This design comes from an exercise in tuning for small area on the open sky130 flow, not from production work.
In this exercise RTL edits were held to simulation tests only and were not proved equivalent to the original.
Power is estimated from default activity; no workload was simulated.

==> flow/run.sh <==
#!/bin/bash
# synth_recipe.tcl (not shown) runs the flow's synth.tcl, then flattens the netlist and writes it again
# the make line also repeats each setting of config.mk as NAME=value (left out here)
make -C /OpenROAD-flow-scripts/flow DESIGN_CONFIG=/design/flow/config.mk WORK_HOME=/design/flow/orfs CLKGATE_MAP_FILE= SYNTH_SCRIPT=/design/flow/synth_recipe.tcl finish
==> flow/constraint.sdc <==
create_clock -name core_clock -period 40.0 [get_ports {clock}]
set_input_delay 8.0000 -clock core_clock [delete_from_list [all_inputs] [get_ports {clock}]]
set_output_delay 8.0000 -clock core_clock [all_outputs]
set_load 0.01 [all_outputs]
==> flow/design.v <==
`default_nettype none
module BobTop (
	clock,
	reset,
	rx,
	runway_override,
	emergency_override,
	tx,
	framing_error,
	runway_active,
	emergency,
	receiving,
	sending
);
	input wire clock;
	input wire reset;
	input wire rx;
	input wire [1:0] runway_override;
	input wire emergency_override;
	output reg tx;
	output wire framing_error;
	output wire [1:0] runway_active;
	output wire emergency;
	output wire receiving;
	output wire sending;
	reg [1:0] ro_temp;
	reg [1:0] ro_sync;
	reg eo_temp;
	reg eo_sync;
	always @(posedge clock) begin
		ro_temp <= runway_override;
		eo_temp <= emergency_override;
		ro_sync <= ro_temp;
		eo_sync <= eo_temp;
	end
	localparam [7:0] B0 = 8'h00;
	localparam [7:0] B108 = 8'h48;
	localparam [7:0] B217 = 8'h73;
	localparam [3:0] R_IDLE = 4'd0;
	localparam [3:0] R_START = 4'd1;
	localparam [3:0] R_D0 = 4'd2;
	localparam [3:0] R_D7 = 4'd9;
	localparam [3:0] R_STOP = 4'd10;
	localparam [3:0] R_FERR = 4'd11;
	localparam [3:0] R_IDLE8 = 4'd12;
	localparam [3:0] R_START8 = 4'd13;
	reg [7:0] rxb;
	reg [3:0] rph;
	reg [7:0] rdata;
	wire rtick = rxb == B217;
	wire r_idle = (rph == R_IDLE) | (rph == R_IDLE8);
	wire r_data = (rph >= R_D0) && (rph <= R_D7);
	wire r_stop = rph == R_STOP;
	wire r_ferr = rph == R_FERR;
	always @(posedge clock)
		if (reset | rtick)
			rxb <= B0;
		else if (r_idle & ~rx)
			rxb <= B108;
		else
			rxb <= {rxb[6:0], ~(rxb[7] ^ rxb[5] ^ rxb[4] ^ rxb[3])};
	always @(posedge clock)
		if (reset)
			rph <= R_IDLE;
		else
			case (rph)
				R_IDLE:
					if (~rx)
						rph <= R_START;
				R_IDLE8:
					if (~rx)
						rph <= R_START8;
				R_START:
					if (rtick)
						rph <= rx ? R_IDLE : R_D0;
				R_START8:
					if (rtick)
						rph <= rx ? R_IDLE8 : R_STOP;
				R_STOP:
					if (rtick)
						rph <= rx ? R_IDLE : R_FERR;
				R_FERR:
					if (~rtick)
						rph <= R_IDLE8;
					else if (rx)
						rph <= R_IDLE;
				default:
					if (rtick)
						rph <= rph + 4'd1;
			endcase
	always @(posedge clock)
		if (r_data & rtick)
			rdata <= {rx, rdata[7:1]};
	wire rdone = r_stop & rtick & rx;
	assign framing_error = r_ferr | (r_stop & rtick & ~rx);
	assign receiving = r_data | r_stop;
	localparam [2:0] S_IDLE = 3'b000;
	localparam [2:0] S_DECODE = 3'b001;
	localparam [2:0] S_QUEUE = 3'b010;
	localparam [2:0] S_SCHED = 3'b011;
	localparam [2:0] S_CLR_T = 3'b100;
	localparam [2:0] S_CLR_L = 3'b101;
	localparam [2:0] S_DIV_L = 3'b110;
	localparam [2:0] S_Q2 = 3'b111;
	reg [2:0] state;
	wire st_idle = state == S_IDLE;
	wire st_decode = state == S_DECODE;
	wire st_queue = state == S_QUEUE;
	wire st_sched = state == S_SCHED;
	wire st_clr_t = state == S_CLR_T;
	wire st_clr_l = state == S_CLR_L;
	wire st_div_l = state == S_DIV_L;
	wire st_q2 = state == S_Q2;
	reg [31:0] rq;
	reg [2:0] qc;
	reg qpend;
	wire q_empty = qc == 3'd0;
	wire q_full = qc[2];
	wire q_pop = st_idle & ~q_empty;
	wire q_push = rdone & (~q_full | q_pop);
	always @(posedge clock)
		if (reset)
			qc <= 3'd0;
		else
			qc <= qc + {2'b00, q_push} - {2'b00, q_pop};
	always @(posedge clock)
		qpend <= q_push;
	always @(posedge clock)
		if (qpend)
			rq <= {rq[23:0], rdata};
	wire [1:0] q_rd = qc[1:0] - {1'b0, qpend};
	wire [7:0] req = rq[q_rd * 8+:8];
	wire [3:0] req_id = req[7:4];
	wire [2:0] req_type = req[3:1];
	wire req_act = req[0];
	reg [31:0] tq;
	reg [3:0] tc;
	reg [31:0] lq;
	reg [3:0] lc;
	wire t_ne = tc != 4'd0;
	wire l_ne = lc != 4'd0;
	wire t_full = tc[3];
	wire l_full = lc[3];
	wire [3:0] t_id = tq[tc[2:0] * 4+:4];
	wire [3:0] l_id = lq[lc[2:0] * 4+:4];
	reg [15:0] taken;
	wire id_full = &taken;
	reg [3:0] id_avail;
	integer i;
	always @(*) begin
		id_avail = 4'd0;
		for (i = 15; i >= 0; i = i - 1)
			if (!taken[i])
				id_avail = i;
	end
	wire held = taken[req_id];
	reg [1:0] rw_act;
	reg [3:0] rw_id0;
	reg [3:0] rw_id1;
	assign runway_active = rw_act | ro_sync;
	wire [3:0] rw_id_sel = req_act ? rw_id1 : rw_id0;
	wire rw_match = rw_id_sel == req_id;
	wire rw_act_sel = req_act ? rw_act[1] : rw_act[0];
	reg emerg;
	reg [3:0] emerg_id;
	assign emergency = emerg | eo_sync;
	reg tfirst;
	reg [27:0] pq;
	reg [2:0] pc;
	wire p_full = pc[2];
	wire p_ne = pc != 3'd0;
	reg [6:0] rts;
	wire is_req = req_type == 3'b000;
	wire is_decl = req_type == 3'b001;
	wire is_emer = req_type == 3'b010;
	wire is_idp = req_type == 3'b111;
	wire ra_free = runway_active != 2'b11;
	reg [2:0] nstate;
	reg pop_t;
	reg pop_l;
	reg push_t;
	reg push_l;
	reg toggle;
	reg release_id;
	reg take_id;
	reg set_em;
	reg unset_em;
	reg unlock;
	reg lock;
	reg lock_rw;
	reg queue_reply;
	reg set_rts;
	reg [6:0] new_rts;
	always @(*) begin
		nstate = S_IDLE;
		pop_t = 1'b0;
		pop_l = 1'b0;
		push_t = 1'b0;
		push_l = 1'b0;
		toggle = 1'b0;
		release_id = 1'b0;
		take_id = 1'b0;
		set_em = 1'b0;
		unset_em = 1'b0;
		unlock = 1'b0;
		lock = 1'b0;
		lock_rw = runway_active[0];
		queue_reply = 1'b0;
		set_rts = 1'b0;
		new_rts = {req_id, 3'b100};
		case (state)
			S_IDLE, S_SCHED:
				if (st_idle & ~q_empty)
					nstate = S_DECODE;
				else if (emergency) begin
					if (l_ne) begin
						nstate = S_DIV_L;
						pop_l = 1'b1;
					end
				end
				else if (ra_free) begin
					if (t_ne & l_ne) begin
						toggle = st_sched;
						if (tfirst) begin
							nstate = S_CLR_T;
							pop_t = 1'b1;
						end
						else begin
							nstate = S_CLR_L;
							pop_l = 1'b1;
						end
					end
					else if (t_ne) begin
						nstate = S_CLR_T;
						pop_t = 1'b1;
					end
					else if (l_ne) begin
						nstate = S_CLR_L;
						pop_l = 1'b1;
					end
				end
			S_DECODE:
				if (is_req) begin
					if (held) begin
						nstate = S_QUEUE;
						set_rts = 1'b1;
						if (req_act ? (l_full | emergency) : t_full) begin
							new_rts = {req_id, 3'b110};
							release_id = 1'b1;
						end
						else begin
							new_rts = {req_id, 3'b100};
							push_t = ~req_act;
							push_l = req_act;
						end
					end
					else
						nstate = S_SCHED;
				end
				else if (is_decl) begin
					nstate = S_SCHED;
					if (held) begin
						unlock = rw_match;
						release_id = rw_match & rw_act_sel;
					end
				end
				else if (is_emer) begin
					if (req_act) begin
						set_em = 1'b1;
						if (l_ne) begin
							nstate = S_DIV_L;
							pop_l = 1'b1;
						end
					end
					else begin
						nstate = S_SCHED;
						unset_em = emerg_id == req_id;
						release_id = 1'b1;
					end
				end
				else if (is_idp) begin
					nstate = S_QUEUE;
					set_rts = 1'b1;
					if (id_full)
						new_rts = 7'b0000_001;
					else begin
						new_rts = {id_avail, 3'b111};
						take_id = 1'b1;
					end
				end
				else begin
					nstate = S_QUEUE;
					set_rts = 1'b1;
					new_rts = {req_id, 3'b101};
				end
			S_QUEUE:
				if (p_full)
					nstate = S_QUEUE;
				else begin
					nstate = S_SCHED;
					queue_reply = 1'b1;
				end
			S_CLR_T, S_CLR_L: begin
				nstate = S_Q2;
				lock = ra_free;
				set_rts = ra_free;
				new_rts = {(st_clr_t ? t_id : l_id), 2'b01, runway_active[0]};
			end
			S_DIV_L: begin
				nstate = S_Q2;
				set_rts = 1'b1;
				new_rts = {l_id, 3'b110};
				release_id = 1'b1;
			end
			S_Q2: begin
				nstate = S_IDLE;
				queue_reply = 1'b1;
			end
		endcase
	end
	always @(posedge clock)
		if (reset)
			state <= S_IDLE;
		else
			state <= nstate;
	always @(posedge clock)
		if (reset)
			tfirst <= 1'b0;
		else if (toggle)
			tfirst <= ~tfirst;
	always @(posedge clock)
		if (reset)
			tc <= 4'd0;
		else if (push_t)
			tc <= tc + 4'd1;
		else if (pop_t)
			tc <= tc - 4'd1;
	always @(posedge clock)
		if (push_t)
			tq <= {tq[27:0], req_id};
	always @(posedge clock)
		if (reset)
			lc <= 4'd0;
		else if (push_l)
			lc <= lc + 4'd1;
		else if (pop_l)
			lc <= lc - 4'd1;
	always @(posedge clock)
		if (push_l)
			lq <= {lq[27:0], req_id};
	wire [3:0] rel_id = st_div_l ? l_id : req_id;
	always @(posedge clock)
		if (reset)
			taken <= 16'd0;
		else if (release_id)
			taken[rel_id] <= 1'b0;
		else if (take_id)
			taken[id_avail] <= 1'b1;
	always @(posedge clock)
		if (reset)
			rw_act <= 2'b00;
		else if (lock)
			rw_act[lock_rw] <= 1'b1;
		else if (unlock)
			rw_act[req_act] <= 1'b0;
	always @(posedge clock)
		if (lock & ~lock_rw)
			rw_id0 <= st_clr_t ? t_id : l_id;
	always @(posedge clock)
		if (lock & lock_rw)
			rw_id1 <= st_clr_t ? t_id : l_id;
	always @(posedge clock)
		if (reset)
			emerg <= 1'b0;
		else if (set_em)
			emerg <= 1'b1;
		else if (unset_em)
			emerg <= 1'b0;
	always @(posedge clock)
		if (set_em)
			emerg_id <= req_id;
	always @(posedge clock)
		if (reset)
			rts <= 7'd0;
		else if (set_rts)
			rts <= new_rts;
	localparam [3:0] T_IDLE = 4'd0;
	localparam [3:0] T_LOAD = 4'd1;
	localparam [3:0] T_START = 4'd2;
	localparam [3:0] T_D0 = 4'd3;
	localparam [3:0] T_D7 = 4'd10;
	localparam [3:0] T_STOP = 4'd11;
	reg [7:0] txb;
	reg [3:0] tph;
	reg [6:0] tsave;
	wire ttick = txb == B217;
	wire t_idle = tph == T_IDLE;
	wire t_load = tph == T_LOAD;
	wire t_start = tph == T_START;
	wire t_data = (tph >= T_D0) && (tph <= T_D7);
	wire t_stop = tph == T_STOP;
	wire p_pop = (t_idle | (t_stop & ttick)) & p_ne;
	wire p_push = queue_reply & (~p_full | p_pop);
	always @(posedge clock)
		if (reset)
			pc <= 3'd0;
		else
			pc <= pc + {2'b00, p_push} - {2'b00, p_pop};
	always @(posedge clock)
		if (p_push)
			pq <= {pq[20:0], rts};
	wire [1:0] p_rd = pc[1:0] - 2'd1;
	always @(posedge clock)
		if (p_pop)
			tsave <= pq[p_rd * 7+:7];
	always @(posedge clock)
		if (t_idle | t_load | ttick)
			txb <= B0;
		else
			txb <= {txb[6:0], ~(txb[7] ^ txb[5] ^ txb[4] ^ txb[3])};
	always @(posedge clock)
		if (reset)
			tph <= T_IDLE;
		else if (t_idle) begin
			if (p_pop)
				tph <= T_LOAD;
		end
		else if (t_load)
			tph <= T_START;
		else if (ttick) begin
			if (t_stop)
				tph <= p_pop ? T_LOAD : T_IDLE;
			else
				tph <= tph + 4'd1;
		end
	wire [2:0] tcode = tsave[2:0];
	wire [2:0] ttype = tcode[2] ? tcode : (tcode[1] ? 3'b011 : {3{tcode[0]}});
	wire [7:0] tbyte = {tsave[6:3], ttype, ~tcode[2] & tcode[0]};
	wire [2:0] tbit = tph[2:0] - T_D0[2:0];
	always @(posedge clock)
		if (reset)
			tx <= 1'b1;
		else if (t_load | t_start)
			tx <= 1'b0;
		else if (t_data & ~((tph == T_D7) & ttick))
			tx <= tbyte[tbit];
		else
			tx <= 1'b1;
	assign sending = ~(t_idle | t_load);
endmodule
==> flow/config.mk <==
export PLATFORM = sky130hd
export DESIGN_NAME = BobTop
export DESIGN_NICKNAME = BobTop
export VERILOG_FILES = /design/flow/design.v
export SDC_FILE = /design/flow/constraint.sdc
export NUM_CORES = 4
export LEC_CHECK = 0
export CAP_MARGIN = 20
export CORE_MARGIN = 2
export CORE_UTILIZATION = 45
export CTS_BUF_LIST = sky130_fd_sc_hd__clkbuf_8
export CTS_CLUSTER_DIAMETER = 60
export CTS_CLUSTER_SIZE = 16
export SLEW_MARGIN = 20
==> impl_metrics.yaml, run 1 <==
floorplan:
  die_area_sq_um: 24100
  die_h_microns: 155
  coreArea_sq_um: 22600
  io_pins: 13
  std_cell_rows: 55
  initial_core_util_pct: 45.6
  die_x_microns: 155
yosys:
  synth-edff-count: 151
  synth_area_leaders: "edfxtp_1 44%, dfxtp_1 15%, mux4_2 7.0%"
  synth_top_family_by_area: "simple AND/OR/NAND/NOR gates"
  yosys.area.top_type: "edfxtp_1"
  yosys.area.top_type_share_pct: 44.1
  async_flop_share_pct: 0
  syn_nets: 826
  synth_xor_area_share_pct: 2.74
  ys.flop_type: "edfxtp_1"
  ys_types: 76
  synth_seq_area_share_pct: 58.9
  synthMuxAreaShare_pct: 10.5
  ys_seq_elements: 227
  synthCells: 793
  syn_area_per_cell_sq_um: 13.0
  synth_fa_ha_area_share_pct: 3.58
  synth_compound_area_share_pct: 10.6
  synth-simple-area-share_pct: 10.7
  synth_warnings: 1
  netlist_area_sq_um: 10300
global_routing:
  antenna_found_initial: 0
  grt_max_degree: 48
  track_usage_pct: 17.6
  grt_pass1_vias: 6461
  gr-total-overflow: 0
  grt_pass1_wl_microns: 34200
sta:
  drv_slew: 0
  hold_violations: 0
  rsz0062_at_grt: "false"
  fin_worst_skew_ps: 23.6
  worst_slack_ps: 22490
  setup_viol: 0
  timing.setup.tns_ps: 0
  post-route-min-period_ps: 17510
  worstMarginPinSlew_ps: 902
  relSlewSlack_pct: 39.2
  fmax_mhz: 57.1
  period_share_pct: 43.8
final_layout:
  num-nets-final: 828
  drive_gt1_share_pct: 11.5
  num-fill-cells: 1985
  final_core_util_pct: 49.0
  n_antenna_cell: 0
  final_area_sq_um: 11100
  regArea_sq_um: 6060
  stdcell_count: 1094
  multiInputGateArea_sq_um: 3930
  syn_to_final_growth_pct: 7.63
hold_path:
  worstHoldPathType: "register to register"
flow_run:
  cap_violations: 0
power_and_ir_drop:
  netSwitchingFraction_pct: 34.3
  intPower_uw: 435
  power_frac_clock_pct: 22.2
  power_density_nw_per_um2: 59.8
  comb_power_share_pct: 31.1
  p_leak_uw: 0.00375
  switchingPower_uw: 227
  irDropWorstVdd_uv: 30.9
  seqPwrFrac_pct: 46.7
critical_path:
  crit_type: "input port to primary output"
  required_ps: 32000
  cp-end-kind: "primary output"
  cp_max_fo: 6
  worst_ep_arrival_time_ps: 9510
  cp-start-kind: "input port"
route:
  route.detailed.drc: 0
  drtAntennaViolNets: 0
  routed_wl_microns: 20800
  dr.pass1.iters: 5
  drtIter0Drc: 523
  wire_per_inst_microns: 19.0
  vias: 6357
  avgViaCountPerCell: 5.81
clocking:
  cts.clk_slew.worst_paths_ps: 100
  post_cts_resized: 0
  clock_sinks: 227
  cts_tree: "yes"
  hold_buffers: 0
  post_cts_buffers: 0
  clk_latency_ps: 550
  cts-buffers-inserted: 21
  root_buffer: "clkbuf_8"
  htreeDepth: 1
  clockBufferDepth: 3
outcome:
  run_status: "complete, no violations"
place:
  dp_hpwl_microns: 14300
  dp.cells: 1056
  placed_cell_area_sq_um: 10600
  place_congestion: 0.905
  port_buffers: 12
  pre_cts_slack_ps: 22500
sequential cells by signal (all words and copies together), names as in the netlist, 4 cells and up:
signal / count
pq: 28
rw_id0: 4
tph: 4
tsave: 7
lq: 32
tc: 4
txb: 8
lc: 4
rdata: 8
taken: 16
rq: 32
tq: 32
rts: 7
rph: 4
emerg_id: 4
rxb: 8
rw_id1: 4
cells in the final DEF (no fill, tap or decap), types with 3 or more instances in the layout:
| master | n |
|---|---|
| a21oi_1 | 38 |
| inv_1 | 37 |
| fa_1 | 4 |
| mux2_2 | 5 |
| a22oi_1 | 9 |
| a31oi_1 | 15 |
| a221oi_1 | 4 |
| clkbuf_8 | 21 |
| or3_1 | 5 |
| a21o_1 | 4 |
| mux2i_1 | 30 |
| nor4_1 | 5 |
| edfxtp_1 | 151 |
| xor2_1 | 16 |
| inv_8 | 3 |
| nand3b_1 | 3 |
| o21a_1 | 5 |
| mux4_2 | 32 |
| nand2b_1 | 9 |
| and3_1 | 11 |
| ha_1 | 23 |
| buf_4 | 3 |
| a211oi_1 | 13 |
| nand2_1 | 43 |
| or4_1 | 3 |
| o31ai_1 | 4 |
| o211ai_1 | 3 |
| o22ai_1 | 3 |
| nand4_1 | 8 |
| and2_1 | 13 |
| nand3_1 | 10 |
| xnor2_1 | 13 |
| nor2b_1 | 15 |
| clkdlybuf4s50_1 | 11 |
| dfxtp_1 | 76 |
| nor2_1 | 57 |
| o21ai_0 | 22 |
| nor3_1 | 23 |
| a41oi_1 | 3 |
logic make-up after synthesis:
kind of cell / count (synthesis)
fa+ha+maj: 27
mux: 67
simple gates: 216
flops: 227
xor+xnor: 30
compound gates: 155
buf+inv: 71
final cells by class:
type,instances,area share (%)
sequential,227,54.7
multi-input combinational,495,35.5
tap,285,3.22
clock buffer,21,2.61
timing repair buffer,16,1.49
clock inverter,16,1.37
inverter,34,1.15
path summary, 6_finish.rpt:
kind	slack, ps	to	depth (start not counted)	startpoint
worst min-delay path	350	ro_sync[1]	0	ro_temp[1]
worst max register to register	35510	tc[3]	14	qpend
worst min register to register	350	ro_sync[1]	0	ro_temp[1]
worst max-delay path	22490	framing_error	6	rx
critical path, stage by stage:
cell and delay, ps:
clkdlybuf4s50_1 500, inv_1 190, nand2_1 90, nor2_1 90, o21a_1 120, clkdlybuf4s50_1 530
power by group through the flow:
stage | clock [uW] | sequential (uW) | combinational, uW
floorplan | 0 | 299 | 167
global placement | 0 | 313 | 197
detailed placement | 0 | 315 | 203
CTS | 153 | 310 | 204
global route | 161 | 314 | 229
finish | 147 | 309 | 206
cell usage after synthesis (all sizes together), types with 5 or more instances:
library cell,number
and2,13
nor2,59
o21ai,23
o21a,5
or3,5
a21oi,40
nand4,8
mux2i,30
mux2,5
xor2,17
a211oi,13
nor4,5
buf,18
dfxtp,76
nand3,10
mux4,32
edfxtp,151
nand2,43
and3,11
a31oi,16
clkbuf,19
nor2b,15
a22oi,10
o31ai,6
nand2b,9
ha,23
xnor2,13
inv,34
nor3,25
per-layer routing:
| layer | routed length, microns | up-vias | GRT usage (%) |
|---|---|---|---|
| met5 | 0 | - | 0 |
| met2 | 10300 | 137 | 30.6 |
| met1 | 9330 | 3186 | 23.4 |
| met4 | 327 | 0 | 4.67 |
| met3 | 810 | 28 | 2.40 |
| li1 | - | 3006 | - |
metrics by stage:
stage,hold slack (ps),power [uW]
after floorplan,310,466
after global placement,320,510
after global routing,357,704
after CTS,352,667
final,349,662
after detailed placement,312,518
==> run 2, diff against run 1 <==
--- a/flow/config.mk
+++ b/flow/config.mk
@@ -8,7 +8,4 @@
 export CAP_MARGIN = 20
 export CORE_MARGIN = 2
 export CORE_UTILIZATION = 45
-export CTS_BUF_LIST = sky130_fd_sc_hd__clkbuf_8
-export CTS_CLUSTER_DIAMETER = 60
-export CTS_CLUSTER_SIZE = 16
 export SLEW_MARGIN = 20
==> run 2 against run 1 <==
  * Still clean on timing, DRC and antenna
  * Cell count increased by 0.73%
  * Sequential cell count is the same
  * Setup slack lost 1.4 ps
  * Clock skew down 6.7 ps
  * First-iteration DRC count is 2.9% lower
  * Critical path depth is the same
  * Utilization rose by 1.7 points
==> impl_metrics.yaml, run 2 <==
critical_path:
  ff2ff_path_depth: 14
  required_ps: 32000
  cp-end-kind: "primary output"
  worst_ep_arrival_time_ps: 9510
  r2r_end: "tc[3]"
  crit_type: "input port to primary output"
  worst-r2r-setup-slack_ps: 35490
  cp-start-kind: "input port"
  r2r-start: "qpend"
  cp_max_fo: 6
power_and_ir_drop:
  power_frac_clock_pct: 31.2
  intPower_uw: 511
  power_density_nw_per_um2: 65.2
  seqPwrFrac_pct: 41.5
  comb_power_share_pct: 27.3
  irDropWorstVdd_uv: 31.6
  p_leak_uw: 0.00392
  switchingPower_uw: 236
  netSwitchingFraction_pct: 31.6
final_layout:
  final_core_util_pct: 50.7
  n_antenna_cell: 0
  num-nets-final: 831
  layout_common_cells: "151 x edfxtp_1, 76 x dfxtp_1, 57 x nor2_1"
  num-fill-cells: 1939
  final_common_cell: "edfxtp_1"
  reg_top3: "lq: 32 flops, rq: 32 flops, tq: 32 flops"
  syn_to_final_growth_pct: 11.3
  drive_gt1_share_pct: 12.6
global_routing:
  grt_max_degree: 48
  grt_pass1_wl_microns: 34600
  antenna_found_initial: 0
  gr-total-overflow: 0
  grt_pass1_vias: 6540
  track_usage_pct: 17.8
clocking:
  post_cts_resized: 0
  root_buffer: "clkbuf_16"
  clk_latency_ps: 520
  htreeDepth: 1
  cts.clk_slew.worst_paths_ps: 60
  cts-buffers-inserted: 25
  clockBufferDepth: 3
  post_cts_buffers: 0
  clock_sinks: 227
  hold_buffers: 0
  cts_tree: "yes"
hold_path:
  hp-start: "ro_temp[1]"
  worstHoldPathType: "register to register"
  whs_path_depth: 0
  min_to: "ro_sync[1]"
sta:
  timing.setup.tns_ps: 0
  post-route-min-period_ps: 17510
  worstMarginPinSlew_ps: 1040
  period_share_pct: 43.8
  rsz0062_at_grt: "false"
  hold_violations: 0
  fin_worst_skew_ps: 17.0
  drv_slew: 0
  fmax_mhz: 57.1
  relSlewSlack_pct: 30.7
  setup_viol: 0
yosys:
  syn_nets: 826
  synth_area_leaders: "edfxtp_1 44%, dfxtp_1 15%, mux4_2 7.0%"
  yosys.area.top_type: "edfxtp_1"
  yosys.area.top_type_share_pct: 44.1
  synthTopCellsByCount: "151 x edfxtp_1, 76 x dfxtp_1, 57 x nor2_1"
  ys.flop_type: "edfxtp_1"
  synth_compound_area_share_pct: 10.6
  synth-edff-count: 151
  syn_area_per_cell_sq_um: 13.0
  synth_fa_ha_area_share_pct: 3.58
  synthMuxAreaShare_pct: 10.5
  synth_xor_area_share_pct: 2.74
  ys_seq_elements: 227
  ys_types: 76
  synth_top_family_by_area: "simple AND/OR/NAND/NOR gates"
  synthCells: 793
  synth-simple-area-share_pct: 10.7
  netlist_area_sq_um: 10300
  synth_warnings: 1
  synth_most_common_cell: "edfxtp_1"
  synth_seq_area_share_pct: 58.9
  async_flop_share_pct: 0
floorplan:
  die_x_microns: 155
  std_cell_rows: 55
  die_area_sq_um: 24100
  coreArea_sq_um: 22600
  die_h_microns: 155
  io_pins: 13
  initial_core_util_pct: 45.6
route:
  drtAntennaViolNets: 0
  avgViaCountPerCell: 5.84
  routed_wl_microns: 21100
  dr.pass1.iters: 5
  drtIter0Drc: 508
  route.detailed.drc: 0
  wire_per_inst_microns: 19.2
  vias: 6439
place:
  place_congestion: 0.905
  port_buffers: 12
  dp_hpwl_microns: 14300
outcome:
  run_status: "complete, no violations"
flow_run:
  cap_violations: 0
-- run 2: kinds of logic after synthesis --
| group | after synthesis |
|---|---|
| flip-flops | 227 |
| buffers and inverters | 71 |
| AO/OA/AOI/OAI | 155 |
| multiplexers | 67 |
| XOR/XNOR | 30 |
| adder cells (fa/ha/maj) | 27 |
| AND/OR/NAND/NOR | 216 |
-- run 2: power by group through the flow --
stage | clock network (uW) | logic [uW] | registers [uW]
2_1_floorplan | 0 | 167 | 299
3_3_place_gp | 0 | 197 | 313
3_5_place_dp | 0 | 203 | 315
4_1_cts | 239 | 204 | 310
5_1_grt | 248 | 226 | 315
6_report | 233 | 204 | 310
-- run 2: worst max path at each step --
| stage | startpoint | to | slack [ps] | cells past startpoint |
|---|---|---|---|---|
| after floorplan | rx | framing_error | 23600 | 4 |
| after global placement | rx | framing_error | 22520 | 6 |
| after detailed placement | rx | framing_error | 22500 | 6 |
| after CTS | rx | framing_error | 22500 | 6 |
| after global routing | rx | framing_error | 22410 | 6 |
| final | rx | framing_error | 22490 | 6 |
-- run 2: worst max-delay path: stages --
cell and delay (ps):
clkdlybuf4s50_1 490, inv_1 190, nand2_1 90, nor2_1 90, o21a_1 120, clkdlybuf4s50_1 530
-- run 2: area by class of cell --
cell class | count | area (sq um) | share of cell area, %
Inverter | 34 | 128 | 1.11
Clock buffer | 36 | 743 | 6.49
Clock inverter | 10 | 106 | 0.929
Timing Repair Buffer | 15 | 138 | 1.20
Multi-Input combinational cell | 495 | 3930 | 34.3
Tap cell | 285 | 357 | 3.11
Sequential cell | 227 | 6060 | 52.9
-- run 2: per-layer routing --
| metal | vias up | share of wire, % | global-route usage (%) |
|---|---|---|---|
| met3 | 34 | 3.7 | 2.42 |
| met1 | 3238 | 45 | 23.9 |
| li1 | 3011 | - | - |
| met4 | 0 | 2.6 | 5.42 |
| met5 | - | 0 | 0 |
| met2 | 156 | 49 | 30.2 |
-- run 2: per-stage QoR --
| step | cell area, sq um | power [uW] | worst slack (ps) | instances | hold slack [ps] |
|---|---|---|---|---|---|
| finish | 11500 | 747 | 22490 | 1102 | 337 |
| global placement | 10600 | 510 | 22520 | 1056 | 320 |
| CTS | 11500 | 753 | 22500 | 1102 | 340 |
| floorplan | 10300 | 466 | 23600 | 793 | 310 |
| detailed placement | 10600 | 518 | 22500 | 1056 | 312 |
| global route | 11500 | 788 | 22410 | 1102 | 346 |
==> run 3, diff against run 2 <==
--- a/flow/config.mk
+++ b/flow/config.mk
@@ -8,4 +8,7 @@
 export CAP_MARGIN = 20
 export CORE_MARGIN = 2
 export CORE_UTILIZATION = 45
+export CTS_BUF_LIST = sky130_fd_sc_hd__clkbuf_4
+export CTS_CLUSTER_DIAMETER = 50
+export CTS_CLUSTER_SIZE = 10
 export SLEW_MARGIN = 20
==> run 3 against run 2 <==
  * Via count rose by 0.16%
  * Non-clock buffer count rose by 1
  * Count of clock-buffer cells in the layout increased by 7
  * Global-route usage is essentially flat
  * Fmax increased by 0.10%
  * Largest cell class unchanged
  * Setup slack improved by 18 ps
  * Total power shrank 13%
  * Design area shrank 3.6%
==> impl_metrics.yaml, run 3 <==
outcome:
  run_status: "complete, no violations"
floorplan:
  initial_core_util_pct: 45.6
  coreArea_sq_um: 22600
  die_area_sq_um: 24100
  io_pins: 13
  die_h_microns: 155
  std_cell_rows: 55
  die_x_microns: 155
yosys:
  synth-edff-count: 151
  ys_seq_elements: 227
  async_flop_share_pct: 0
  ys_types: 76
  synthCells: 793
  synth_area_leaders: "edfxtp_1 44%, dfxtp_1 15%, mux4_2 7.0%"
  yosys.area.top_type: "edfxtp_1"
  synth_most_common_cell: "edfxtp_1"
  synth_warnings: 1
  synthTopCellsByCount: "151 x edfxtp_1, 76 x dfxtp_1, 57 x nor2_1"
  netlist_area_sq_um: 10300
  ys.flop_type: "edfxtp_1"
  syn_nets: 826
  synth_seq_area_share_pct: 58.9
  syn_area_per_cell_sq_um: 13.0
  yosys.area.top_type_share_pct: 44.1
sta:
  worst_slack_ps: 22500
  drv_slew: 0
  post-route-min-period_ps: 17500
  hold_violations: 0
  timing.setup.tns_ps: 0
  fmax_mhz: 57.2
  worstMarginPinSlew_ps: 904
  fin_worst_skew_ps: 24.8
  rsz0062_at_grt: "false"
  setup_viol: 0
  period_share_pct: 43.7
  relSlewSlack_pct: 39.1
power_and_ir_drop:
  p_leak_uw: 0.00374
  power_density_nw_per_um2: 59.0
  irDropWorstVdd_uv: 22.7
place:
  dp_hpwl_microns: 14300
  port_buffers: 12
  pre_cts_slack_ps: 22500
  dp.cells: 1056
  place_congestion: 0.905
critical_path:
  worst-r2r-setup-slack_ps: 35450
  r2r-start: "qpend"
  ff2ff_path_depth: 14
  cp_max_fo: 6
  cp-end-kind: "primary output"
  cp-start-kind: "input port"
  crit_end: "framing_error"
  crit_start: "rx"
  r2r_end: "tc[3]"
  worst_ep_arrival_time_ps: 9500
  required_ps: 32000
  crit_type: "input port to primary output"
final_layout:
  layout_common_cells: "151 x edfxtp_1, 76 x dfxtp_1, 57 x nor2_1"
  syn_to_final_growth_pct: 7.29
  num-nets-final: 836
  final_core_util_pct: 48.9
  num-fill-cells: 1983
  final_common_cell: "edfxtp_1"
  drive_gt1_share_pct: 13.6
  reg_top3: "lq: 32 flops, rq: 32 flops, tq: 32 flops"
  stdcell_count: 1112
route:
  routed_wl_microns: 21200
  wire_per_inst_microns: 19.0
  dr.pass1.iters: 6
  drtAntennaViolNets: 0
  vias: 6449
  route.detailed.drc: 0
  drtIter0Drc: 505
  avgViaCountPerCell: 5.80
global_routing:
  track_usage_pct: 17.7
  grt_pass1_vias: 6545
  grt_pass1_wl_microns: 34500
  gr-total-overflow: 0
  antenna_found_initial: 1
  grt_max_degree: 48
flow_run:
  cap_violations: 0
clocking:
  htreeDepth: 1
  cts-buffers-inserted: 29
  root_buffer: "clkbuf_4"
  post_cts_buffers: 0
  clockBufferDepth: 3
  hold_buffers: 0
  cts_tree: "yes"
  cts.clk_slew.worst_paths_ps: 100
  clk_latency_ps: 680
  clock_sinks: 227
  post_cts_resized: 0
hold_path:
  worstHoldPathType: "register to register"
## run 3: changes by cell type in the layout (fill, tap and decap cells not counted), sizes merged
cell    change
diode       +1
clkbuf      +7
buf         +1
inv         -1
bufinv      -1
clkinv      +3
## run 3: cell families after synthesis
logic type               Yosys count  share of synthesized area, %
XOR/XNOR                          30                          2.74
AND/OR/NAND/NOR                  216                          10.7
multiplexers                      67                          10.5
AO/OA/AOI/OAI                    155                          10.6
buffers and inverters             71                          2.97
adder cells (fa/ha/maj)           27                          3.58
flip-flops                       227                          58.9
## run 3: worst min path at each step
stage / from / endpoint / slack, ps / depth (start not counted)
floorplan: eo_temp / eo_sync / 310 / 0
global placement: ro_temp[1] / ro_sync[1] / 320 / 0
detailed placement: ro_temp[0] / ro_sync[0] / 310 / 0
CTS: ro_temp[1] / ro_sync[1] / 350 / 0
global route: ro_temp[0] / ro_sync[0] / 360 / 0
finish: eo_temp / eo_sync / 350 / 0
## run 3: worst max-delay path: stages
cell and delay, ps:
clkdlybuf4s50_1 480, inv_1 180, nand2_1 90, nor2_1 90, o21a_1 120, clkdlybuf4s50_1 530
## run 3: power by group
part	switching, uW	total, uW	internal [uW]
clock	79.4	136	56.6
sequential	27.0	309	282
combinational	119	206	87.6
## run 3: layout make-up
class                           count  area, sq um  area share (%)
Inverter                           34          128            1.16
Sequential cell                   227         6060            54.9
Clock buffer                       43          323            2.93
Antenna cell                        1         2.50          0.0227
Multi-Input combinational cell    495         3930            35.6
Tap cell                          285          357            3.23
Clock inverter                     11         80.1           0.726
Timing Repair Buffer               16          165            1.50
## run 3: through the flow
stage	hold slack [ps]	power, uW	cell area [sq um]
after global placement	320	510	10600
after CTS	352	656	11000
after global routing	360	693	11000
after floorplan	310	466	10300
after detailed placement	312	518	10600
final	353	652	11000
## run 3: metal layers
layer | GRT usage, % | vias up | share of wire (%)
met5 | 0 | - | 0
met4 | 5.20 | 0 | 2.5
met3 | 2.45 | 37 | 3.9
met2 | 30.3 | 162 | 49
met1 | 23.8 | 3216 | 45
li1 | - | 3034 | -
==> run 4, diff against run 3 <==
==> flow/flow/run.sh (new file) <==
#!/bin/bash
# Own flow: the standard synthesis, then an area-oriented re-mapping of its
# combinational logic (registers kept as they are), then the standard layout.
# Each tool's output goes to a log file of its own in this folder.
set -euo pipefail
W=$(pwd)
R=$W/orfs/results/${FLOW_PLATFORM}/BobTop/base
L=$W/orfs/logs/${FLOW_PLATFORM}/BobTop/base
LIB=$FLOW_HOME/platforms/${FLOW_PLATFORM}/lib/sky130_fd_sc_hd__tt_025C_1v80.lib
YOSYS=$FLOW_HOME/../tools/install/yosys/bin/yosys
[[ -x $YOSYS ]] || YOSYS=yosys

bash standard.sh synth > $W/flow_synth.log 2>&1

# re-map the combinational logic for area
cp $R/1_2_yosys.v $W/synth_standard.v
DU=$(grep -m1 "abc -script" $L/1_2_yosys.log | grep -o -- "-dont_use [^ ]*" | tr '\n' ' ')
sed "s|@LIB@|$LIB|g; s|@DU@|$DU|g; s|@IN@|$W/synth_standard.v|g; s|@OUT@|$W/synth_resyn.v|g; s|@ABC@|$W/flow/area.abc|g" \
  flow/resyn.ys > $W/resyn.ys
$YOSYS -s $W/resyn.ys > $W/flow_resyn.log 2>&1
cp $W/synth_resyn.v $R/1_2_yosys.v

bash standard.sh finish > $W/flow_finish.log 2>&1
==> flow/flow/area.abc (new file) <==
strash
&get -n
&deepsyn -T 60
&put
dch -f
map -a
==> flow/flow/resyn.ys (new file) <==
read_liberty -ignore_miss_func @LIB@
blackbox sky130_fd_sc_hd__*df* sky130_fd_sc_hd__*dl* sky130_fd_sc_hd__conb*
read_verilog @IN@
hierarchy -top BobTop
stat -liberty @LIB@
flatten
opt -purge
abc -liberty @LIB@ @DU@ -script @ABC@
read_liberty -lib -overwrite @LIB@
hierarchy -top BobTop
opt_clean -purge
hilomap -singleton -hicell sky130_fd_sc_hd__conb_1 HI -locell sky130_fd_sc_hd__conb_1 LO
insbuf -buf sky130_fd_sc_hd__buf_4 A X
splitnets
opt_clean -purge
check -assert
stat -liberty @LIB@
write_verilog -noattr -noexpr -nohex -nodec @OUT@
==> flow/standard.sh (new file) <==
#!/bin/bash
# synth_recipe.tcl (not shown) runs the flow's synth.tcl, then flattens the netlist and writes it again
# the make line also repeats each setting of config.mk as NAME=value (left out here)
make -C /OpenROAD-flow-scripts/flow DESIGN_CONFIG=/design/flow/config.mk WORK_HOME=/design/flow/orfs CLKGATE_MAP_FILE= SYNTH_SCRIPT=/design/flow/synth_recipe.tcl "${@:-finish}"
removed: flow/run.sh
==> run 4 against run 3 <==
  * Still clean on timing, DRC and antenna
  * Sequential power is 4% lower
  * Synthesized area is 11% lower
  * Wire length is 9.8% lower
  * Sequential cell count stayed put
  * Design area is 8.0% lower
  * Count of clock-buffer cells in the layout is 3 higher
  * Sequential share of layout area is 4.8 points higher
  * Hold slack worse by 14 ps
  * Die area is 10% lower
  * First-iteration DRC count is 33% lower
  * Combinational power is 42% lower
  * Register-to-register slack worse by 810 ps
  * Critical endpoint unchanged
  * Largest cell class unchanged
  * Highest routed layer unchanged
==> impl_metrics.yaml, run 4 <==
final_layout:
  final_common_cell: "edfxtp_1"
  layout_common_cells: "151 x edfxtp_1, 143 x nor2_1, 123 x clkinv_1"
  final_core_util_pct: 50.3
  drive_gt1_share_pct: 7.52
  stdcell_count: 1216
  num-fill-cells: 1876
  reg_top3: "lq: 32 flops, rq: 32 flops, tq: 32 flops"
  num-nets-final: 928
  syn_to_final_growth_pct: 10.5
clocking:
  clock_sinks: 227
  post_cts_buffers: 0
  root_buffer: "clkbuf_4"
  clk_latency_ps: 670
  hold_buffers: 0
  clockBufferDepth: 3
  cts-buffers-inserted: 28
  htreeDepth: 1
  cts_tree: "yes"
  post_cts_resized: 0
  cts.clk_slew.worst_paths_ps: 110
sta:
  fmax_mhz: 57.1
  period_share_pct: 43.8
  timing.setup.tns_ps: 0
  worst_slack_ps: 22470
  setup_viol: 0
  post-route-min-period_ps: 17530
  fin_worst_skew_ps: 33.6
  worstMarginPinSlew_ps: 1060
  relSlewSlack_pct: 28.2
  hold_violations: 0
  drv_slew: 0
  rsz0062_at_grt: "false"
critical_path:
  r2r-start: "qpend"
  crit_chain: "clkdlybuf4s50_1 -> or2_2 -> a21boi_0 -> clkdlybuf4s50_1"
  critPathTopFamily: "buffers and inverters"
  crit_type: "input port to primary output"
  slowest_delay_ps: 560
  cp_max_fo: 5
  ff2ff_path_depth: 23
  required_ps: 32000
  cp-end-kind: "primary output"
  cpMostUsedCell: "clkdlybuf4s50_1"
  crit_buf_inv: 2
  crit_slowest_cell: "clkdlybuf4s50_1"
  cp-start-kind: "input port"
  worst-r2r-setup-slack_ps: 34640
  r2r_end: "tc[0]"
  worst_ep_arrival_time_ps: 9530
route:
  wire_per_inst_microns: 15.7
  dr.pass1.iters: 5
  drtAntennaViolNets: 0
  vias: 6466
  route.detailed.drc: 0
  avgViaCountPerCell: 5.32
  routed_wl_microns: 19100
  drtIter0Drc: 336
floorplan:
  io_pins: 13
  std_cell_rows: 52
  initial_core_util_pct: 45.6
  die_h_microns: 147
  coreArea_sq_um: 20200
  die_area_sq_um: 21600
  die_x_microns: 147
place:
  port_buffers: 12
  pre_cts_slack_ps: 22490
  dp.cells: 1162
  place_congestion: 0.893
  dp_hpwl_microns: 13400
yosys:
  synth_warnings: 1
  netlist_area_sq_um: 9190
  synthCells: 872
  syn_nets: 878
  syn_area_per_cell_sq_um: 10.5
global_routing:
  gr-total-overflow: 0
  grt_max_degree: 36
  track_usage_pct: 18.1
  grt_pass1_vias: 6308
  grt_pass1_wl_microns: 31700
  antenna_found_initial: 1
hold_path:
  min_to: "ro_sync[0]"
  worstHoldPathType: "register to register"
  whs_path_depth: 0
  hp-start: "ro_temp[0]"
power_and_ir_drop:
  power_density_nw_per_um2: 54.5
  irDropWorstVdd_uv: 22.5
  p_leak_uw: 0.00336
  power_uw: 553
outcome:
  run_status: "complete, no violations"
flow_run:
  cap_violations: 0
run 4: power breakdown:
part	switching, uW	leakage [uW]	internal [uW]
registers	15.1	0.00199	282
clock network	77.2	0.000241	58.8
logic	83.8	0.00113	36.2
total	176	0.00336	377
run 4: worst max path at each step:
stage	start	end	slack (ps)	cells after the start
2_1_floorplan	rx	framing_error	23420	2
3_3_place_gp	rx	framing_error	22480	4
3_5_place_dp	rx	framing_error	22490	4
4_1_cts	rx	framing_error	22470	4
5_1_grt	rx	framing_error	22360	4
6_report	rx	framing_error	22470	4
run 4: worst reg2reg max path, stage by stage (launching register included):
cell and delay, ps:
dfxtp_1 330, buf_4 360, nor2_1 140, o21ai_0 590, clkinv_1 300, nor2_1 310
clkinv_1 210, o21ai_0 240, buf_4 200, clkinv_1 240, nor2_1 330, a22oi_1 120
o2111ai_1 110, nand3_1 120, nand2_1 90, clkinv_1 90, nand2_1 130, clkinv_1 110
nand2_1 120, clkinv_1 460, buf_16 360, nor2_1 100, nor2_1 50, a211oi_1 170
run 4: final cells by class:
type	instances	area, sq um	share of cell area [%]
Antenna cell	2	5.00	0.0493
Sequential cell	227	6060	59.7
Timing Repair Buffer	22	215	2.12
Clock inverter	6	56.3	0.555
Tap cell	270	338	3.33
Clock buffer	46	345	3.40
Multi-Input combinational cell	522	2680	26.4
Inverter	121	454	4.47
run 4: metal layers:
metal / part of all wire [%] / track usage (%) / vias to the layer above / wire (microns)
met3: 5.0 / 3.11 / 45 / 949
met4: 3.2 / 5.82 / 0 / 610
met5: 0 / 0 / - / 0
met1: 47 / 25.5 / 3053 / 8990
li1: - / - / 3229 / -
met2: 45 / 28.7 / 139 / 8560
run 4: through the flow:
| step | hold WS [ps] | cell area [sq um] |
|---|---|---|
| final | 338 | 10200 |
| after global routing | 349 | 10200 |
| after CTS | 340 | 10100 |
| after detailed placement | 312 | 9740 |
| after global placement | 313 | 9720 |
| after floorplan | 310 | 9190 |
==> run 5, diff against run 4 <==
--- a/flow/flow/run.sh
+++ b/flow/flow/run.sh
@@ -20,4 +20,9 @@
 $YOSYS -s $W/resyn.ys > $W/flow_resyn.log 2>&1
 cp $W/synth_resyn.v $R/1_2_yosys.v
 
-bash standard.sh finish > $W/flow_finish.log 2>&1
+# clock tree of small buffers without dummy loads; port buffers of the
+# smallest buffer
+CTS="-sink_clustering_enable -repair_clock_nets -dont_use_dummy_load"
+CTS="$CTS -sink_clustering_size 10 -sink_clustering_max_diameter 50"
+CTS="$CTS -buf_list sky130_fd_sc_hd__clkbuf_4"
+bash standard.sh "CTS_ARGS=$CTS" "BUFFER_PORTS_ARGS=-buffer_cell sky130_fd_sc_hd__buf_1" finish > $W/flow_finish.log 2>&1
==> flow/flow/area.abc (replaced) <==
strash
dc2
&get -n
&deepsyn -T 60 -S 7
&dch -f
&nf -a -R 2000 -E 1000
&put
==> run 5 against run 4 <==
  * Sequential power shrank 1%
  * Via count fell by 5.1%
  * Synthesized area shrank 1.2%
  * Total power decreased by 15%
  * Still clean
  * Combinational power fell by 38%
  * Sequential cell count unchanged
  * Fmax grew 6.0%
  * Synthesized cell count is 14% lower
  * Critical path depth decreased by 1
==> impl_metrics.yaml, run 5 <==
outcome:
  run_status: "complete, no violations"
sta:
  period_share_pct: 41.3
  whs_ps: 346
  fmax_mhz: 60.5
  worstMarginPinSlew_ps: 1050
  timing.setup.tns_ps: 0
  worst_slack_ps: 23470
  rsz0062_at_grt: "false"
  setup_viol: 0
  drv_slew: 0
  fin_worst_skew_ps: 24.9
  relSlewSlack_pct: 30.3
  hold_violations: 0
  post-route-min-period_ps: 16530
critical_path:
  critPathTopFamily: "buffers and inverters"
  cp-end-kind: "primary output"
  slowest_delay_ps: 210
  r2r-start: "qpend"
  crit_buf_inv: 2
  cpMostUsedCell: "buf_1"
  path_depth: 3
  crit_slowest_cell: "o22ai_1"
  crit_type: "input port to primary output"
  crit_chain: "buf_1 -> o22ai_1 -> buf_1"
  required_ps: 32000
  cp_max_fo: 8
  cp-start-kind: "input port"
  crit_start: "rx"
  worst_ep_arrival_time_ps: 8530
  ff2ff_path_depth: 18
floorplan:
  die_x_microns: 146
  coreArea_sq_um: 19700
  die_h_microns: 146
  die_area_sq_um: 21300
  io_pins: 13
  initial_core_util_pct: 46.2
  std_cell_rows: 51
flow_run:
  cap_violations: 0
place:
  place_congestion: 0.873
  pre_cts_slack_ps: 23470
  port_buffers: 12
  dp_hpwl_microns: 12600
final_layout:
  layout_common_cells: "151 x edfxtp_1, 88 x nor2_1, 76 x dfxtp_1"
  syn_to_final_growth_pct: 6.79
  final_common_cell: "edfxtp_1"
  reg_top3: "lq: 32 flops, rq: 32 flops, tq: 32 flops"
  num-fill-cells: 1814
  num-nets-final: 802
  drive_gt1_share_pct: 4.53
route:
  wire_per_inst_microns: 17.8
  route.detailed.drc: 0
  vias: 6137
  drtIter0Drc: 424
  drtAntennaViolNets: 0
  routed_wl_microns: 18800
  avgViaCountPerCell: 5.79
  dr.pass1.iters: 5
clocking:
  clock_sinks: 227
  cts_tree: "yes"
  clk_latency_ps: 650
  root_buffer: "clkbuf_4"
  clockBufferDepth: 3
  htreeDepth: 1
  cts.clk_slew.worst_paths_ps: 90
  post_cts_resized: 0
  post_cts_buffers: 0
  hold_buffers: 0
  cts-buffers-inserted: 28
yosys:
  syn_nets: 757
  syn_area_per_cell_sq_um: 12.1
  netlist_area_sq_um: 9080
  synth_warnings: 1
  synthCells: 751
hold_path:
  whs_path_depth: 0
  worstHoldPathType: "register to register"
  hp-start: "ro_temp[1]"
global_routing:
  gr-total-overflow: 0
  track_usage_pct: 17.8
  antenna_found_initial: 1
  grt_max_degree: 51
  grt_pass1_vias: 6019
  grt_pass1_wl_microns: 31100
power_and_ir_drop:
  irDropWorstVdd_uv: 20.1
  power_density_nw_per_um2: 48.4
  p_leak_uw: 0.00310
run 5: through the flow:
step                      power [uW]  instances  utilization, %  area, sq um
after floorplan                  347        751               -         9080
after global placement           370       1031            48.3         9480
after detailed placement         373       1031            48.3         9480
after CTS                        475       1059            49.3         9690
after global routing             496       1060            49.3         9700
final                            470       1060            49.3         9700
run 5: final timing paths:
check,endpoint,slack [ps]
setup / recovery,framing_error,23470
hold / removal,ro_sync[1],350
setup reg to reg,taken[14],34440
hold reg to reg,ro_sync[1],350
run 5: layout make-up:
cell class | instances | area (sq um) | area share [%]
timing repair buffer | 17 | 83.8 | 0.865
antenna | 1 | 2.50 | 0.0258
multi-input combinational | 497 | 2920 | 30.1
sequential | 227 | 6060 | 62.5
tap | 265 | 332 | 3.42
clock buffer | 28 | 210 | 2.17
inverter | 25 | 93.8 | 0.968
run 5: metal layers:
layer / wire length, microns / vias up / share of wire (%) / GRT usage (%)
met5: 0 / - / 0 / 0
met4: 468 / 0 / 2.5 / 5.63
met3: 705 / 40 / 3.7 / 2.81
met2: 8970 / 135 / 48 / 29.5
met1: 8690 / 3002 / 46 / 24.2
li1: - / 2960 / - / -
run 5: worst register-to-register path, cell delays in order, from the launching register on:
cell,delay (ps)
dfxtp_1,320
buf_4,380
xor2_1,670
and2_0,370
a221o_1,610
clkinv_1,190
nor3_1,460
a222oi_1,190
nand3_1,120
nand3_1,130
a211oi_1,470
clkinv_1,170
nor3_1,370
a211o_1,150
a21oi_1,50
nor3_1,460
nand2_1,110
a32oi_1,190
nor2_1,50
run 5: power by group:
group	internal (uW)	leakage, uW	total [uW]	switching, uW
Combinational	24.8	0.000979	74.5	49.6
Clock	32.1	0.000129	102	70.1
Sequential	277	0.00199	293	15.9
Total	334	0.00310	470	136
==> run 6, diff against run 5 <==
--- a/flow/design.v
+++ b/flow/design.v
@@ -111,7 +111,7 @@
 	wire st_clr_l = state == S_CLR_L;
 	wire st_div_l = state == S_DIV_L;
 	wire st_q2 = state == S_Q2;
-	reg [31:0] rq;
+	reg [27:0] rq;
 	reg [2:0] qc;
 	reg qpend;
 	wire q_empty = qc == 3'd0;
@@ -124,14 +124,17 @@
 		else
 			qc <= qc + {2'b00, q_push} - {2'b00, q_pop};
 	always @(posedge clock)
-		qpend <= q_push;
-	always @(posedge clock)
-		if (qpend)
-			rq <= {rq[23:0], rdata};
-	wire [1:0] q_rd = qc[1:0] - {1'b0, qpend};
-	wire [7:0] req = rq[q_rd * 8+:8];
-	wire [3:0] req_id = req[7:4];
-	wire [2:0] req_type = req[3:1];
+		qpend <= rdone & q_full & q_pop;
+	wire [2:0] r_type = rdata[3:1];
+	wire r_other = r_type[2] | (r_type[1] & r_type[0]);
+	wire [6:0] r_ent = {rdata[7:4], r_other ? 2'b11 : r_type[1:0], r_other ? &r_type : rdata[0]};
+	always @(posedge clock)
+		if ((rdone & ~q_full) | qpend)
+			rq <= {rq[20:0], r_ent};
+	wire [1:0] q_rd = qc[1:0] | {2{qpend}};
+	wire [6:0] req = rq[q_rd * 7+:7];
+	wire [3:0] req_id = req[6:3];
+	wire [1:0] req_cls = req[2:1];
 	wire req_act = req[0];
 	reg [31:0] tq;
 	reg [3:0] tc;
@@ -170,10 +173,10 @@
 	wire p_full = pc[2];
 	wire p_ne = pc != 3'd0;
 	reg [6:0] rts;
-	wire is_req = req_type == 3'b000;
-	wire is_decl = req_type == 3'b001;
-	wire is_emer = req_type == 3'b010;
-	wire is_idp = req_type == 3'b111;
+	wire is_req = req_cls == 2'b00;
+	wire is_decl = req_cls == 2'b01;
+	wire is_emer = req_cls == 2'b10;
+	wire is_idp = req_act;
 	wire ra_free = runway_active != 2'b11;
 	reg [2:0] nstate;
 	reg pop_t;
@@ -380,9 +383,7 @@
 		if (set_em)
 			emerg_id <= req_id;
 	always @(posedge clock)
-		if (reset)
-			rts <= 7'd0;
-		else if (set_rts)
+		if (set_rts)
 			rts <= new_rts;
 	localparam [3:0] T_IDLE = 4'd0;
 	localparam [3:0] T_LOAD = 4'd1;
==> run 6 against run 5 <==
  * Setup slack gained 78 ps
  * Total power grew 8.0%
  * Sequential share of layout area is 0.073 points lower
  * Design area is 0.71% lower
  * Count of clock-buffer cells in the layout increased by 2
  * Non-clock buffer count is 2 higher
  * Global-route usage up 0.17 points
  * First-iteration DRC count grew 17%
  * Still clean on timing, DRC and antenna
  * Largest power group unchanged
  * Cell count decreased by 2.5%
  * Clock skew increased by 45 ps
==> impl_metrics.yaml, run 6 <==
outcome:
  run_status: "complete, no violations"
clocking:
  clk_latency_ps: 690
  clock_sinks: 223
  hold_buffers: 0
  post_cts_buffers: 0
  root_buffer: "clkbuf_4"
  htreeDepth: 1
  cts-buffers-inserted: 30
  post_cts_resized: 0
  clockBufferDepth: 3
  cts_tree: "yes"
  cts.clk_slew.worst_paths_ps: 100
route:
  wire_per_inst_microns: 18.5
  routed_wl_microns: 19100
  drtAntennaViolNets: 0
  dr.pass1.iters: 14
  drtIter0Drc: 495
  route.detailed.drc: 0
  vias: 6052
  avgViaCountPerCell: 5.85
power_and_ir_drop:
  p_leak_uw: 0.00307
  irDropWorstVdd_uv: 22.9
  power_density_nw_per_um2: 52.7
place:
  pre_cts_slack_ps: 23540
  port_buffers: 12
  place_congestion: 0.952
  placed_cell_area_sq_um: 9400
  dp_hpwl_microns: 12900
yosys:
  syn_area_per_cell_sq_um: 12.5
  netlist_area_sq_um: 8980
  syn_nets: 727
  synthCells: 721
  synth_warnings: 1
floorplan:
  coreArea_sq_um: 19500
  initial_core_util_pct: 46.0
  die_area_sq_um: 21100
  die_h_microns: 145
  std_cell_rows: 51
  die_x_microns: 145
  io_pins: 13
final_layout:
  num-fill-cells: 1762
  regArea_sq_um: 6010
  final_common_cell: "edfxtp_1"
  final_area_sq_um: 9630
  multiInputGateArea_sq_um: 2870
  drive_gt1_share_pct: 6.12
  reg_top3: "lq: 32 flops, tq: 32 flops"
  num-nets-final: 776
  syn_to_final_growth_pct: 7.25
  layout_common_cells: "154 x edfxtp_1, 70 x nor2_1, 69 x dfxtp_1"
sta:
  period_share_pct: 41.1
  worst_slack_ps: 23550
  fin_worst_skew_ps: 69.8
  drv_slew: 0
  rsz0062_at_grt: "false"
  relSlewSlack_pct: 26.8
  hold_violations: 0
  setup_viol: 0
  post-route-min-period_ps: 16450
  timing.setup.tns_ps: 0
  worstMarginPinSlew_ps: 1090
  fmax_mhz: 60.8
critical_path:
  crit_chain: "buf_1 -> a21oi_1 -> buf_1"
  required_ps: 32000
  crit_buf_inv: 2
  slowest_delay_ps: 160
  worst_ep_arrival_time_ps: 8450
  cpMostUsedCell: "buf_1"
  cp_max_fo: 6
  critPathTopFamily: "buffers and inverters"
  cp-start-kind: "input port"
  crit_type: "input port to primary output"
  cp-end-kind: "primary output"
  crit_slowest_cell: "buf_1"
flow_run:
  cap_violations: 0
global_routing:
  grt_pass1_vias: 5945
  grt_max_degree: 37
  grt_pass1_wl_microns: 31000
  gr-total-overflow: 0
  track_usage_pct: 18.0
  antenna_found_initial: 1
hold_path:
  worstHoldPathType: "register to register"
-- run 6: cell count changes in the layout (fill, tap and decap cells not counted), sizes merged, moves of 5 or more --
cell and change:
a221o -5, xnor2 +6, and3 +5, o21ai +7, a21oi +9, nor3 -13, nand2b -5, nor2 -18
mux4 +7, dfxtp -7, a211oi -12
-- run 6: final timing paths --
kind            from       endpoint  slack [ps]  cells after the start
max reg2reg    qc[0]      taken[12]       34970                     17
min          eo_temp        eo_sync         340                      0
max               rx  framing_error       23550                      3
min reg2reg  eo_temp        eo_sync         340                      0
-- run 6: cell type report --
| class | count | share of cell area, % |
|---|---|---|
| multi-input cells | 470 | 29.8 |
| diodes | 1 | 0.0260 |
| well taps | 265 | 3.44 |
| inverters | 26 | 1.01 |
| flip-flops and latches | 223 | 62.4 |
| repair buffers | 19 | 1.01 |
| clock buffers | 30 | 2.34 |
-- run 6: routing by layer --
layer | wire length, microns | vias to the layer above | GRT usage, %
li1 | - | 2870 | -
met1 | 8510 | 2951 | 23.9
met2 | 9200 | 179 | 30.0
met3 | 895 | 52 | 3.08
met4 | 518 | 0 | 5.93
met5 | 0 | - | 0
-- run 6: power breakdown --
group          internal (uW)  total [uW]  switching, uW  leakage, uW
clock network           34.2         104           69.6     0.000138
registers                281         303           21.4      0.00196
logic                   37.6         101           63.2     0.000974
-- run 6: stage by stage --
step           total power [uW]  utilization [%]  std cells  hold WS (ps)
2_1_floorplan               374                -        721           310
3_3_place_gp                402             48.1       1003           313
3_5_place_dp                407             48.1       1003           313
4_1_cts                     510             49.3       1033           336
5_1_grt                     534             49.3       1034           342
6_report                    507             49.3       1034           337
==> run 7, diff against run 6 <==
--- a/flow/flow/run.sh
+++ b/flow/flow/run.sh
@@ -15,9 +15,23 @@
 # re-map the combinational logic for area
 cp $R/1_2_yosys.v $W/synth_standard.v
 DU=$(grep -m1 "abc -script" $L/1_2_yosys.log | grep -o -- "-dont_use [^ ]*" | tr '\n' ' ')
-sed "s|@LIB@|$LIB|g; s|@DU@|$DU|g; s|@IN@|$W/synth_standard.v|g; s|@OUT@|$W/synth_resyn.v|g; s|@ABC@|$W/flow/area.abc|g" \
-  flow/resyn.ys > $W/resyn.ys
-$YOSYS -s $W/resyn.ys > $W/flow_resyn.log 2>&1
+# three runs of the re-mapping with different deepsyn seeds; keep the smallest
+for k in 1 2 3; do
+  sed "s|-S 7|-S $k|" flow/area.abc > $W/area_$k.abc
+  sed "s|@LIB@|$LIB|g; s|@DU@|$DU|g; s|@IN@|$W/synth_standard.v|g; s|@OUT@|$W/synth_resyn_$k.v|g; s|@ABC@|$W/area_$k.abc|g" \
+    flow/resyn.ys > $W/resyn_$k.ys
+  $YOSYS -s $W/resyn_$k.ys > $W/flow_resyn_$k.log 2>&1 &
+done
+wait
+best=""; best_area=""
+for k in 1 2 3; do
+  a=$(grep "Chip area for module" $W/flow_resyn_$k.log | tail -1 | awk '{print $NF}')
+  if [[ -n "$a" && -s $W/synth_resyn_$k.v ]] && grep -q "Found and reported 0 problems" $W/flow_resyn_$k.log; then
+    if [[ -z "$best" ]] || awk -v a="$a" -v b="$best_area" 'BEGIN{exit !(a<b)}'; then best=$k; best_area=$a; fi
+  fi
+done
+echo "re-mapping runs: best $best with area $best_area" > $W/flow_resyn_choice.log
+cp $W/synth_resyn_$best.v $W/synth_resyn.v
 cp $W/synth_resyn.v $R/1_2_yosys.v
 
 # clock tree of small buffers without dummy loads; port buffers of the
==> run 7 against run 6 <==
  * Critical path depth increased by 1
  * Clock skew rose by 9.0 ps
  * Die area is essentially flat
==> impl_metrics.yaml, run 7 <==
place:
  port_buffers: 12
  place_congestion: 0.951
  dp_hpwl_microns: 12800
  placed_cell_area_sq_um: 9380
critical_path:
  critPathTopFamily: "simple AND/OR/NAND/NOR gates"
  slowest_delay_ps: 420
  cp_max_fo: 6
  cpMostUsedCell: "buf_1"
  crit_buf_inv: 2
  cp-start-kind: "input port"
  cp-end-kind: "primary output"
  worst_ep_arrival_time_ps: 8810
  crit_slowest_cell: "or3_1"
  crit_type: "input port to primary output"
  crit_chain: "buf_1 -> or3_1 -> o21ai_0 -> buf_1"
  required_ps: 32000
floorplan:
  die_h_microns: 145
  coreArea_sq_um: 19500
  die_x_microns: 145
  die_area_sq_um: 21100
  initial_core_util_pct: 45.9
  io_pins: 13
  std_cell_rows: 51
sta:
  timing.setup.tns_ps: 0
  period_share_pct: 42.0
  worstMarginPinSlew_ps: 1140
  relSlewSlack_pct: 23.9
  hold_violations: 0
  whs_ps: 336
  setup_viol: 0
  drv_slew: 0
  fmax_mhz: 59.5
  post-route-min-period_ps: 16810
  fin_worst_skew_ps: 78.8
  rsz0062_at_grt: "false"
global_routing:
  track_usage_pct: 17.8
  grt_pass1_wl_microns: 30700
  gr-total-overflow: 0
  antenna_found_initial: 1
  grt_max_degree: 40
  grt_pass1_vias: 5956
route:
  routed_wl_microns: 18900
  drtIter0Drc: 489
  avgViaCountPerCell: 5.89
  dr.pass1.iters: 6
  drtAntennaViolNets: 0
  vias: 6062
  route.detailed.drc: 0
  wire_per_inst_microns: 18.4
yosys:
  synthCells: 720
  synth_warnings: 1
  syn_area_per_cell_sq_um: 12.5
  netlist_area_sq_um: 8970
  syn_nets: 726
hold_path:
  worstHoldPathType: "register to register"
final_layout:
  num-fill-cells: 1763
  multiInputGateArea_sq_um: 2880
  drive_gt1_share_pct: 5.63
  syn_to_final_growth_pct: 6.97
  num-nets-final: 772
  final_common_cell: "edfxtp_1"
  final_area_sq_um: 9600
  reg_top3: "lq: 32 flops, tq: 32 flops"
  layout_common_cells: "154 x edfxtp_1, 81 x nor2_1, 69 x dfxtp_1"
  regArea_sq_um: 6010
clocking:
  post_cts_buffers: 0
  htreeDepth: 1
  root_buffer: "clkbuf_4"
  hold_buffers: 0
  cts.clk_slew.worst_paths_ps: 100
  clockBufferDepth: 3
  cts-buffers-inserted: 28
  clock_sinks: 223
  cts_tree: "yes"
  clk_latency_ps: 660
  post_cts_resized: 0
power_and_ir_drop:
  p_leak_uw: 0.00304
  irDropWorstVdd_uv: 22.6
  power_density_nw_per_um2: 57.2
flow_run:
  cap_violations: 0
outcome:
  run_status: "complete, no violations"
-- run 7: area by class of cell --
cell class	count	area share, %
Antenna cell	1	0.0261
Clock buffer	28	2.19
Inverter	21	0.821
Multi-Input combinational cell	474	30.0
Sequential cell	223	62.6
Tap cell	265	3.46
Timing Repair Buffer	18	0.952
-- run 7: worst paths after layout --
check	startpoint	end	slack [ps]	cells past startpoint
setup / recovery	rx	framing_error	23190	4
hold / removal	ro_temp[1]	ro_sync[1]	340	0
setup reg to reg	qc[0]	taken[7]	34030	16
hold reg to reg	ro_temp[1]	ro_sync[1]	340	0
-- run 7: per-stage QoR --
step	setup WS [ps]	instances	total power, uW	util (%)
3_5_place_dp	23190	1001	452	48.1
4_1_cts	23190	1029	552	49.1
5_1_grt	23130	1030	583	49.1
2_1_floorplan	23460	720	404	-
3_3_place_gp	23200	1001	449	48.1
6_report	23190	1030	549	49.1
-- run 7: report_power, final --
group / internal (uW) / switching, uW
Clock: 32.1 / 68.6
Sequential: 284 / 21.0
Combinational: 48.0 / 94.8
-- run 7: per-layer routing --
| metal | track usage (%) | up-vias | routed length (microns) |
|---|---|---|---|
| li1 | - | 2881 | - |
| met1 | 24.2 | 2952 | 8710 |
| met2 | 27.9 | 180 | 8550 |
| met3 | 2.96 | 49 | 1010 |
| met4 | 8.33 | 0 | 660 |
| met5 | 0 | - | 0 |

[re-timing with driven ports]
Ports are ideal in the flow. The routed layouts listed here were re-timed in OpenROAD. Step 1 (the two cells are an assumption about what drives the block):
set clk [get_ports {clock}]
set_driving_cell -lib_cell sky130_fd_sc_hd__clkbuf_16 $clk
set_driving_cell -lib_cell sky130_fd_sc_hd__buf_2 [delete_from_list [all_inputs] $clk]
Step 2, shift: input delay + t, output delay - t, t = (earliest + latest rising clock arrival at the registers) / 2. This alone moves slack from input paths to output paths. Slacks: ideal ports / drivers / drivers and shift; pairs: ideal ports / drivers.
run	shift t [ns]	setup slack, ns	worst setup path after step 2
run 1	0.579	22.488 / 22.468 / 22.468	input to output
run 2	0.560	22.486 / 22.467 / 22.467	input to output
run 3	0.704	22.504 / 22.485 / 22.485	input to output
run 4	0.693	22.475 / 22.455 / 22.455	input to output
run 5	0.679	23.468 / 23.449 / 23.449	input to output
run 6	0.690	23.546 / 23.527 / 23.527	input to output
run 7	0.656	23.188 / 23.164 / 23.164	input to output
After both steps setup and hold are still met in every run listed. For run 7, which loses most, drivers alone change the setup slack by -0.024 ns; drivers and shift together by -0.024 ns.
